This design comes from an exercise in tuning for small area and a short achievable clock period on the open sky130 flow, not from production work. Function was checked by simulation only, so behaviour that the tests miss may differ from the original. Power figures rest on the tool's default switching activity, not on a simulated workload.

==> flow/design.v (excerpt) <==
module execute(
    input clk,
    input [1:0] ctlwb_in, ctlm_in,
    input [31:0] npc, rdata1, rdata2, s_extend,
    input [4:0] instr_2016, instr_1511,
    input [1:0] alu_op,
    input [5:0] funct,
    input alusrc, regdst,
    output reg [1:0] ctlwb_out, ctlm_out,
    output reg [31:0] adder_out, alu_result_out, rdata2_out,
    output reg [4:0] muxout_out
);
    wire rtype    = (alu_op == 2'b10);
    wire f_add    = rtype & (funct == 6'b100000);
    wire f_sub    = rtype & (funct == 6'b100010);
    wire op_and   = rtype & (funct == 6'b100100);
    wire op_or    = rtype & (funct == 6'b100101);
    wire op_slt   = rtype & (funct == 6'b101010);
    wire op_arith = (alu_op == 2'b00) | (alu_op == 2'b01) | f_add | f_sub;
    wire sub      = alu_op[0] | (alu_op[1] & funct[1]);
    wire [31:0] ax = rdata1 ^ {32{sub}};
    wire [31:0] b  = alusrc ? s_extend : rdata2;
    wire [31:0] ag = ax & b;
    wire [31:0] at = ax | b;
    wire [31:0] ah = ax ^ b;
    reg [31:0] g, t;
    integer i, j;
    always @(*) begin
        g = ag;
        t = at;
        for (i = 0; i < 5; i = i + 1)
  ...
For scale: roughly 850 cells after synthesis, about 110 flip-flops.
export LEC_CHECK = 0
export CAP_MARGIN = 20
export CORE_MARGIN = 2
export CORE_UTILIZATION = 40
export GPL_TIMING_DRIVEN = 0
export SETUP_SLACK_MARGIN = 1.2
export SLEW_MARGIN = 20
export TNS_END_PERCENT = 0
create_clock -name core_clock -period 3.6 [get_ports {clk}]
standard.sh (not shown) runs the stock make flow with config.mk's settings and CLKGATE_MAP_FILE= SYNTH_SCRIPT=/design/flow/synth_recipe.tcl, a recipe that flattens the netlist after the stock synthesis.
==> flow/flow/run.sh <==
#!/bin/bash
# The standard layout (standard.sh) with: synthesis through flow/synth.tcl
# (ABC mapping script flow/abc.script, no full/half-adder cell extraction),
# and plain buf_1 cells as the port buffers.
set -euo pipefail
cd "$(dirname "$0")/.."
export MY_ABC_SCRIPT=$PWD/flow/abc.script
bash standard.sh SYNTH_SCRIPT=$PWD/flow/synth.tcl ADDER_MAP_FILE= BUFFER_PORTS_ARGS="-buffer_cell sky130_fd_sc_hd__buf_1" MATCH_CELL_FOOTPRINT=0 finish > standard.log 2>&1
==> flow/flow/abc.script <==
strash
dch -f
map -D 1600
==> flow/flow/synth.tcl <==
# The standard synthesis (synth_recipe.tcl), with ABC's mapping script
# replaced by flow/abc.script (delay-driven mapping).
proc synth {args} { yosys synth -nofsm -noshare {*}$args }
proc abc {args} {
  set i [lsearch $args -script]
  if {$i >= 0} { lset args [expr {$i+1}] $::env(MY_ABC_SCRIPT) }
  yosys abc {*}$args
}
source $::env(SCRIPTS_DIR)/synth.tcl
# left out here: clear keep_hierarchy, flatten, clean up, hide names made inside functions, write 1_2_yosys.v
The baseline produced a clean layout.
Change:
==> flow/flow/abc.script (replaced) <==
strash
dch -f
map -D 1600
topo
buffer -c
upsize -c
dnsize -c
- CTS_BUF_LIST: unset -> sky130_fd_sc_hd__clkbuf_8
Non-clock buffer count went down by 19.
Maximum frequency went up by 2.1%.
Wire length went up by 7.3%.
Final area went down by 4.4%.
Area after synthesis went up by 4.0%.
Flip-flop and latch count is unchanged.
Cell count went up by 0.73%.
Change:
- CTS_BUF_LIST: sky130_fd_sc_hd__clkbuf_8 -> unset
- SETUP_SLACK_MARGIN: 1.2 -> 0.6
What happened:
- wire length decreases by 3.7%
- cell count decreases by about 1.5%
- count of clock-buffer cells in the layout increases by 1
Change:
==> flow/flow/abc.script (replaced) <==
strash
dch -f
map -D 1300
topo
buffer -c
upsize -c
dnsize -c
- SETUP_SLACK_MARGIN: 0.6 -> 1.2
- TNS_END_PERCENT: 0 -> 20
After rerunning: The new run went through all stages and came out clean. Die area came out higher by 5.2%. Global-route usage came out higher by 2.0 points. Non-clock buffer count came out higher by 37.
Change:
==> flow/flow/abc.script (replaced) <==
strash
dch -f
map -D 1600
topo
buffer -c
upsize -c
dnsize -c
- SETUP_SLACK_MARGIN: 1.2 -> 0.9
- TNS_END_PERCENT: 20 -> 0
Result: The new run finished clean; non-clock buffer count shrinks by 15; cell count shrinks by 7.8%; wire length fell by 13%; design area went down by 8.7%; first-iteration DRC count decreases by 34%; synthesized cell count is lower by 10%; die area came out lower by 4.9%; setup slack is worse by 0.079 ns; via count goes down by 12%.
Change:
==> flow/flow/abc.script (replaced) <==
strash
&get -n
&st
&dch -f
&nf -p
&put
topo
buffer -c
upsize -c
dnsize -c
- SETUP_SLACK_MARGIN: 0.9 -> 1.2
Result: Sequential share of layout area increases by 1.2 points. Die area fell by 6.4%. Worst setup slack gets worse by 0.50 ns. Fmax is lower by 16%. Clock power goes up by about 10%. Combinational power rises by about 4%. Power rose by 5.3%. First-iteration DRC count goes up by 4.8%.

## v17
The RTL this note starts from:
==> flow/design.v <==
`timescale 1ns / 1ps
module execute(
    input clk,
    input [1:0] ctlwb_in, ctlm_in,
    input [31:0] npc, rdata1, rdata2, s_extend,
    input [4:0] instr_2016, instr_1511,
    input [1:0] alu_op,
    input [5:0] funct,
    input alusrc, regdst,
    output reg [1:0] ctlwb_out, ctlm_out,
    output reg [31:0] adder_out, alu_result_out, rdata2_out,
    output reg [4:0] muxout_out
);
    wire rtype    = (alu_op == 2'b10);
    wire f_add    = rtype & (funct == 6'b100000);
    wire f_sub    = rtype & (funct == 6'b100010);
    wire op_and   = rtype & (funct == 6'b100100);
    wire op_or    = rtype & (funct == 6'b100101);
    wire op_slt   = rtype & (funct == 6'b101010);
    wire op_arith = (alu_op == 2'b00) | (alu_op == 2'b01) | f_add | f_sub;
    wire sub      = alu_op[0] | (alu_op[1] & funct[1]);
    wire [31:0] ax = rdata1 ^ {32{sub}};
    wire [31:0] b  = alusrc ? s_extend : rdata2;
    wire [31:0] ag = ax & b;
    wire [31:0] at = ax | b;
    wire [31:0] ah = ax ^ b;
    reg [31:0] g, t;
    integer i, j;
    always @(*) begin
        g = ag;
        t = at;
        for (i = 0; i < 5; i = i + 1)
            for (j = (2 << i) - 1; j < 32; j = j + (2 << i)) begin
                g[j] = g[j] | (t[j] & g[j - (1 << i)]);
                t[j] = t[j] & t[j - (1 << i)];
            end
        for (i = 3; i >= 0; i = i - 1)
            for (j = (3 << i) - 1; j < 32; j = j + (2 << i)) begin
                g[j] = g[j] | (t[j] & g[j - (1 << i)]);
                t[j] = t[j] & t[j - (1 << i)];
            end
    end
    wire [31:0] c  = {g[30:0], 1'b0};
    wire        lt = g[31];
    wire [31:0] hs  = ah ^ {32{sub}};
    wire [31:0] lg  = ({32{op_and}} & ag) | ({32{op_or}} & at);
    wire [31:0] r0  = ({32{op_arith}} & hs) | lg;
    wire [31:0] r1  = ({32{op_arith}} & ~hs) | lg;
    wire [31:0] alu_result = (c & r1) | (~c & r0) | {31'b0, op_slt & lt};
    wire [31:0] bg0 = npc & s_extend;
    wire [31:0] bp0 = npc ^ s_extend;
    reg  [31:0] bg, bp;
    integer l, k;
    always @(*) begin
        bg = bg0;
        bp = bp0;
        for (l = 0; l < 5; l = l + 1)
            for (k = (2 << l) - 1; k < 32; k = k + (2 << l)) begin
                bg[k] = bg[k] | (bp[k] & bg[k - (1 << l)]);
                bp[k] = bp[k] & bp[k - (1 << l)];
            end
        for (l = 3; l >= 0; l = l - 1)
            for (k = (3 << l) - 1; k < 32; k = k + (2 << l)) begin
                bg[k] = bg[k] | (bp[k] & bg[k - (1 << l)]);
                bp[k] = bp[k] & bp[k - (1 << l)];
            end
    end
    wire [31:0] branch = bp0 ^ {bg[30:0], 1'b0};
    always @(posedge clk) begin
        ctlwb_out      <= ctlwb_in;
        ctlm_out       <= ctlm_in;
        adder_out      <= branch;
        alu_result_out <= alu_result;
        rdata2_out     <= rdata2;
        muxout_out     <= regdst ? instr_1511 : instr_2016;
    end
endmodule
export LEC_CHECK = 0
export CAP_MARGIN = 20
export CORE_MARGIN = 2
export CORE_UTILIZATION = 40
export CTS_CLUSTER_DIAMETER = 200
export CTS_CLUSTER_SIZE = 50
export GPL_TIMING_DRIVEN = 0
export SETUP_SLACK_MARGIN = 1.2
export SLEW_MARGIN = 20
export TNS_END_PERCENT = 0
create_clock -name core_clock -period 3.6 [get_ports {clk}]
==> flow/flow/abc.script <==
strash
dch -f
map -D 1600
topo
buffer -c
upsize -c
dnsize -c
Scripts as last shown in full above: flow/flow/run.sh, flow/flow/synth.tcl
For v3, these inputs were changed with respect to v17:
- removing CTS_CLUSTER_SIZE (formerly 50)
- removing CTS_CLUSTER_DIAMETER (formerly 200)
- changing SETUP_SLACK_MARGIN from 1.2 to 1.6
--- a/flow/flow/run.sh
+++ b/flow/flow/run.sh
@@ -8 +8 @@
-bash standard.sh SYNTH_SCRIPT=$PWD/flow/synth.tcl ADDER_MAP_FILE= BUFFER_PORTS_ARGS="-buffer_cell sky130_fd_sc_hd__buf_1" MATCH_CELL_FOOTPRINT=0 finish > standard.log 2>&1
+bash standard.sh SYNTH_SCRIPT=$PWD/flow/synth.tcl ADDER_MAP_FILE= BUFFER_PORTS_ARGS="-buffer_cell sky130_fd_sc_hd__buf_1"  finish > standard.log 2>&1
[summary]
Global-route wire length before repair, v3 and v17: larger value in v3. From v3 to v17, distinct cell type count after synthesis did not move at all. When v3 is measured against v17, its core utilization turns out 1.3 points higher. The higher total wirelength of the detailed-routed design came out of v3.
Setup changes, v3 to v53
- SETUP_SLACK_MARGIN now 1.2, was 1.6
--- a/flow/flow/run.sh
+++ b/flow/flow/run.sh
@@ -8 +8 @@
-bash standard.sh SYNTH_SCRIPT=$PWD/flow/synth.tcl ADDER_MAP_FILE= BUFFER_PORTS_ARGS="-buffer_cell sky130_fd_sc_hd__buf_1"  finish > standard.log 2>&1
+bash standard.sh SYNTH_SCRIPT=$PWD/flow/synth.tcl ADDER_MAP_FILE= BUFFER_PORTS_ARGS="-buffer_cell sky130_fd_sc_hd__buf_1" MATCH_CELL_FOOTPRINT=0 finish > standard.log 2>&1
--- a/flow/flow/abc.script
+++ b/flow/flow/abc.script
@@ -5 +4,0 @@
-buffer -c
Results
Going from v3 to v53, antenna diode count decreased by 1 relative to the old numbers, violation count after the first detailed-route iteration increased by 10 relative to the old numbers, total power increased by 0.035 mW relative to the old numbers, tap cell instance count decreased by 13% relative to the old numbers, parity-gate share of the synthesized area counting xor and xnor cells increased by 0.25 points relative to the old numbers. Looking at sum of routed wire length over all layers, v53 sits about 4.6% lower than v3 does. Compared with v3, v53 shows share of layout cells above drive strength 1 higher by 3.5 points.
Modified inputs, v48 compared to v53
- PLACE_DENSITY now 0.8, previously not set
- CORE_UTILIZATION now 60, was 40
--- a/flow/flow/run.sh
+++ b/flow/flow/run.sh
@@ -8 +8 @@
-bash standard.sh SYNTH_SCRIPT=$PWD/flow/synth.tcl ADDER_MAP_FILE= BUFFER_PORTS_ARGS="-buffer_cell sky130_fd_sc_hd__buf_1" MATCH_CELL_FOOTPRINT=0 finish > standard.log 2>&1
+bash standard.sh SYNTH_SCRIPT=$PWD/flow/synth.tcl ADDER_MAP_FILE= BUFFER_PORTS_ARGS="-buffer_cell sky130_fd_sc_hd__buf_1"  finish > standard.log 2>&1
--- a/flow/flow/abc.script
+++ b/flow/flow/abc.script
@@ -4,0 +5 @@
+buffer -c
Findings:
- Sort v48 and v53 by clock-pin transition on the worst setup and hold timing paths asc -> top: v53
- Clock-buffer cell count down 1 in v48 wrt v53
- Cell with the largest stage delay on the worst path = sky130_fd_sc_hd__o21a_1: v48; cell with the largest stage delay on the worst path = sky130_fd_sc_hd__a21oi_4: v53
- The higher wire length came out of v48.
Relative to v48, the following input files were edited for v51:
- removing SETUP_SLACK_MARGIN (formerly 1.2)
- changing CORE_UTILIZATION from 60 to 40
- removing PLACE_DENSITY (formerly 0.8)
- removing TNS_END_PERCENT (formerly 0)
--- a/flow/flow/run.sh
+++ b/flow/flow/run.sh
@@ -8 +8 @@
-bash standard.sh SYNTH_SCRIPT=$PWD/flow/synth.tcl ADDER_MAP_FILE= BUFFER_PORTS_ARGS="-buffer_cell sky130_fd_sc_hd__buf_1"  finish > standard.log 2>&1
+bash standard.sh SYNTH_SCRIPT=$PWD/flow/synth.tcl ADDER_MAP_FILE= BUFFER_PORTS_ARGS="-buffer_cell sky130_fd_sc_hd__buf_1" MATCH_CELL_FOOTPRINT=0 finish > standard.log 2>&1
--- a/flow/flow/abc.script
+++ b/flow/flow/abc.script
@@ -3 +3 @@
-map -D 1600
+amap
==> comparison <==
- v51 against v48; combinational power is down by more than 10%.
- The clock-pin slew of the registers on the worst-case setup and hold paths in v51 sits 0.02 ns below the value recorded for v48.
- On switching fraction of total power: between v51 and v48, it ends up higher for v48.
Input-level comparison between v7 and v51:
- putting TNS_END_PERCENT at 0 where nothing was set
- putting SETUP_SLACK_MARGIN at 1.2 where nothing was set
--- a/flow/flow/run.sh
+++ b/flow/flow/run.sh
@@ -8 +8 @@
-bash standard.sh SYNTH_SCRIPT=$PWD/flow/synth.tcl ADDER_MAP_FILE= BUFFER_PORTS_ARGS="-buffer_cell sky130_fd_sc_hd__buf_1" MATCH_CELL_FOOTPRINT=0 finish > standard.log 2>&1
+bash standard.sh SYNTH_SCRIPT=$PWD/flow/synth.tcl ADDER_MAP_FILE= BUFFER_PORTS_ARGS="-buffer_cell sky130_fd_sc_hd__buf_1"  finish > standard.log 2>&1
--- a/flow/flow/abc.script
+++ b/flow/flow/abc.script
@@ -3 +3 @@
-amap
+map -D 1600
==> summary.txt <==
Critical path depth: lower on v7. v7 vs v51, sequential cell fraction of total power went down by 1.3 points. Of v7 and v51, the higher met1 track demand over resource belongs to v51. ~same wire length on met1 in v7 and v51.

re-timing with driven ports:
No port has a modelled driver above. Below, the same layouts with a new extraction and two added sets of constraints.
Step 1: set_driving_cell puts a clkbuf_16 on clk and a buf_2 on each other input, an assumption about the parent block.
Step 2 adds t to the input delays and takes it off the output delays; t is the mean of the earliest and latest rising clock arrival at the registers after step 1. Input paths then give back, and output paths get back, about the clock's delay inside the block.
Three values: no drivers, after step 1, after step 2; two values: the first two.
run | t (ns) | setup WS [ns] | clock arrival spread, ns | worst register clock-pin slew, ns | cell pins on the clock port's net
the first run of note 1 | 0.395 | 0.928 / 0.923 / 0.529 | 0.009 / 0.009 | 0.08 / 0.08 | 1
the second run of note 1 | 0.422 | 0.982 / 0.975 / 0.552 | 0.018 / 0.019 | 0.12 / 0.12 | 1
the third run of note 1 | 0.390 | 0.808 / 0.804 / 0.414 | 0.014 / 0.014 | 0.08 / 0.08 | 1
the fourth run of note 1 | 0.402 | 1.072 / 1.070 / 0.668 | 0.015 / 0.015 | 0.08 / 0.08 | 1
the fifth run of note 1 | 0.388 | 0.992 / 0.991 / 0.603 | 0.012 / 0.012 | 0.08 / 0.08 | 1
the sixth run of note 1 | 0.401 | 0.490 / 0.496 / 0.095 | 0.008 / 0.008 | 0.07 / 0.07 | 1
v17 | 0.393 | 0.955 / 0.964 / 0.571 | 0.011 / 0.012 | 0.08 / 0.08 | 1
v3 | 0.394 | 0.969 / 0.965 / 0.572 | 0.011 / 0.011 | 0.08 / 0.08 | 1
v53 | 0.395 | 0.918 / 0.917 / 0.523 | 0.007 / 0.007 | 0.07 / 0.07 | 1
v48 | 0.411 | 0.879 / 0.886 / 0.475 | 0.011 / 0.012 | 0.10 / 0.10 | 1
v51 | 0.398 | 0.088 / 0.102 / -0.296 | 0.005 / 0.005 | 0.08 / 0.08 | 1
v7 | 0.394 | 0.969 / 0.965 / 0.572 | 0.011 / 0.011 | 0.08 / 0.08 | 1
Met with ideal ports but missed after step 2: setup timing in v51. The setup slack of the second run of note 1, which loses most, moves by -0.007 ns with the drivers and by -0.430 ns with both steps.
